Context: an optimization exercise on an open-source flow, tuned for small area and a short achievable clock period. The choices shown serve that exercise and are no tape-out recipe.
In this exercise RTL edits were held to simulation tests only and were not proved equivalent to the original.
Power and IR drop assume default switching activity.

## flow/design.v (module list and top-level ports; edited modules follow where they fit)
// module hw4_q3: 11093 lines
// module mfa: 4 lines
// module mpg: 4 lines
// module mha: 4 lines
module hw4_q3
    #(parameter bitcount = 64)
    (
    input clk,rst,
    input [bitcount-1:0] inA,
    input [bitcount-1:0] inB,
    output reg [bitcount*2-1:0] out
    );
  // ...
==> flow/flow/run.sh <==
#!/bin/bash
# Layout flow: the standard flow (standard.sh) with extra make settings
# from flow/knobs.txt (one VAR=value per line) added to its make command:
# a tighter setup target for OpenROAD's repair_timing (SETUP_SLACK_MARGIN),
# so that the resizer sizes and buffers the critical paths instead of
# stopping at the clock period, and the buffer cell used for the ports.
# Synthesis is the standard one, run unchanged.
set -euo pipefail
extra=""
while IFS= read -r line; do
  [[ -z "$line" || "$line" == \#* ]] && continue
  extra+="'$line' "
done < flow/knobs.txt
bash standard.sh synth > synth.log 2>&1
python3 - "$extra" <<'PY'
import sys
s = open('standard.sh').read()
key = '"${@:-finish}"'
assert s.count(key) == 1
open('standard_knobs.sh', 'w').write(s.replace(key, sys.argv[1] + key))
PY
bash standard_knobs.sh finish > layout.log 2>&1
==> flow/flow/knobs.txt <==
SETUP_SLACK_MARGIN=7.2
BUFFER_PORTS_ARGS=-buffer_cell sky130_fd_sc_hd__buf_2
==> flow/standard.sh <==
#!/bin/bash
# synth_recipe.tcl (not shown) runs the flow's synth.tcl, then flattens the netlist and writes it again
# the make line also repeats each setting of config.mk as NAME=value (left out here)
make -C /OpenROAD-flow-scripts/flow DESIGN_CONFIG=/design/flow/config.mk WORK_HOME=/design/flow/orfs CLKGATE_MAP_FILE= SYNTH_SCRIPT=/design/flow/synth_recipe.tcl "${@:-finish}"
==> flow/config.mk <==
export PLATFORM = sky130hd
export DESIGN_NAME = hw4_q3
export DESIGN_NICKNAME = hw4_q3
export VERILOG_FILES = /design/flow/design.v
export SDC_FILE = /design/flow/constraint.sdc
export NUM_CORES = 4
export LEC_CHECK = 0
export CAP_MARGIN = 20
export CELL_PAD_IN_SITES_DETAIL_PLACEMENT = 1
export CELL_PAD_IN_SITES_GLOBAL_PLACEMENT = 1
export CORE_MARGIN = 2
export CORE_UTILIZATION = 40
export PLACE_DENSITY = 0.6
export SLEW_MARGIN = 20
export SYNTH_HIERARCHICAL = 1
==> flow/constraint.sdc <==
create_clock -name core_clock -period 11.0 [get_ports {clk}]
set_input_delay 2.2000 -clock core_clock [delete_from_list [all_inputs] [get_ports {clk}]]
set_output_delay 2.2000 -clock core_clock [all_outputs]
set_load 0.01 [all_outputs]
==> impl_metrics.yaml, run 1 <==
layout:
  drive_above_1_share_pct: 13.9
  layout_commonest_cell: "xnor2_1"
  sh_seq_area_pct: 23.7
  fin_area_sq_um: 135000
  mostFrequentLayoutCells: "2141 x xnor2_1, 2019 x a22oi_1, 1987 x fa_1"
  multi_input_area_share_pct: 61.1
  nNonClkBuffers: 803
synthesis:
  yosysTopAreaCell: "fa_1"
  synth_top_family_by_area: "adder cells"
  synth-simple-area-share_pct: 2.19
placed_design:
  dp_cells: 12900
  hpwl_um: 325000
floorplan:
  fp.dieW_um: 547
  core_area_sq_um: 294000
  nWellTaps: 3919
  dieArea_sq_um: 299000
critical_path:
  cp-start-kind: "register"
global_route:
  grt_overflow_total: 0
  grt_use_met3_pct: 17.3
job:
  maxCapViolCount: 0
drt:
  viasPerCell: 7.13
  drt_first_pass_iters: 29
  routedWlPerCell_um: 43.8
  highest_layer: "met5"
power_and_ir_drop:
  p_clk_share_pct: 12.1
  switchingPower_w: 0.0182
  internal_power_w: 0.0226
  p_seq_share_pct: 24.2
  comb_power_w: 0.0260
run_status:
  outcome: "timing/DRC/antenna clean"
clocking:
  cts_tree: "yes"
  cts_buffer_depth: 4
==> run 2: changes to the inputs <==
==> flow/flow/knobs.txt (replaced) <==
SETUP_SLACK_MARGIN=7.55
BUFFER_PORTS_ARGS=-buffer_cell sky130_fd_sc_hd__buf_2
--- a/flow/config.mk
+++ b/flow/config.mk
@@ -10,6 +10,6 @@
 export CELL_PAD_IN_SITES_GLOBAL_PLACEMENT = 1
 export CORE_MARGIN = 2
-export CORE_UTILIZATION = 40
-export PLACE_DENSITY = 0.6
+export CORE_UTILIZATION = 50
+export PLACE_DENSITY = 0.62
 export SLEW_MARGIN = 20
 export SYNTH_HIERARCHICAL = 1
==> impl_metrics.yaml, run 2 <==
placed_design:
  dp_cells: 12100
  io_buffer_count: 257
  place_congestion: 0.955
  hpwl_um: 320000
synthesis:
  ys_types: 76
  synth_top_flop_cell: "edfxtp_1"
  async_flop_share_pct: 0
  synth_top_area_share_pct: 33.7
  yosysSeqAreaShare_pct: 26.8
  synth_most_common_cell: "xnor2_1"
  ys_top_cells_by_count: "2147 x xnor2_1, 2019 x a22oi_1, 1989 x fa_1"
  netlist_area_sq_um: 118000
  netlist_instances: 9585
  synth_edf_count: 947
  ys_ff_latch: 1108
  yosys-top-cells-area: "fa_1 34%, edfxtp_1 24%, xnor2_1 16%"
  yosysTopAreaCell: "fa_1"
  yosysWarningCount: 7
  avgSynthCellArea_sq_um: 12.3
run_status:
  outcome: "aborted with a tool error"
  failed_stage: "5_1_grt"
  error_line: "[ERROR GRT-0232] Routing congestion too high. Check the congestion heatmap in the GUI."
floorplan:
  die_height_um: 490
  rows: 178
  io_pins: 258
  fp.dieW_um: 490
  start_util_pct: 50.2
clocking:
  cts_buffer_depth: 3
  h-tree-depth: 4
  clockRootBuffer: "clkbuf_16"
  cts_sinks: 1108
  cts_made_buffers: 139
global_route:
  grt_max_degree: 148
==> run 2: how the worst min path moves through the flow <==
stage / to / slack, ns
4_1_cts: r3[237]$_DFFE_PN_ / 0.41
3_5_place_dp: r3[247]$_DFFE_PN_ / 0.41
2_1_floorplan: r3[0]$_DFFE_PN_ / 0.40
3_3_place_gp: r3[4]$_DFFE_PN_ / 0.40
==> run 2: logic make-up after synthesis <==
kind of cell | after synthesis | share of synthesized area (%)
compound gates | 2298 | 14.5
simple gates | 518 | 2.19
buf+inv | 1241 | 3.95
flops | 1108 | 26.8
xor+xnor | 2174 | 16.1
mux | 7 | 0.0594
fa+ha+maj | 2238 | 36.4
other cells | 1 | 0.00318
==> run 2: power by group through the flow <==
stage / Combinational [W] / Clock [W] / Sequential, W
2_1_floorplan: 0.0137 / 0 / 0.00977
3_3_place_gp: 0.0226 / 0 / 0.0100
3_5_place_dp: 0.0232 / 0 / 0.0101
4_1_cts: 0.0258 / 0.00479 / 0.00992
==> run 2: Yosys stat by module (local to each module, per instance) <==
module,cells,copies in the design
hw4_q3,7385,1
mfa,1,1989
mha,1,89
mpg,1,122
==> run 2: per-stage QoR <==
stage,total power (W),area (sq um),setup WS (ns)
after floorplan,0.0235,118000,-6.15
after global placement,0.0326,121000,6.15
after detailed placement,0.0333,121000,6.08
after CTS,0.0405,145000,7.27
==> run 2: timing repair <==
| item | 4_1_cts |
|---|---|
| setup buffers | 533 |
| endpoints found under the setup margin | 1500 |
| cloned | 213 |
| pin swaps | 181 |
| gates resized for setup | 1394 |
| hold buffers | 0 |

## port drivers added, routing unchanged
Ports are ideal in the flow. The routed layout listed here was re-timed in OpenROAD. Step 1 (the two cells are an assumption about what drives the block):
set clk [get_ports {clk}]
set_driving_cell -lib_cell sky130_fd_sc_hd__clkbuf_16 $clk
set_driving_cell -lib_cell sky130_fd_sc_hd__buf_2 [delete_from_list [all_inputs] $clk]
Step 2 also shifts input and output timing later by t, the mid clock arrival at the registers, as if the neighbouring blocks saw the same clock. a / b / c = ideal ports / drivers / drivers and shift; a / b = the first two.
run: run 1
t (ns): 1.000
setup WS [ns]: 7.076 / 7.076 / 6.266
clock arrival spread, ns: 0.105 / 0.105
worst slew at a driven data input, ns: 0.06
After both steps run 1 still meets setup and hold. The setup slack of run 1 moves by 0.000 ns with the drivers and by -0.810 ns with both steps.
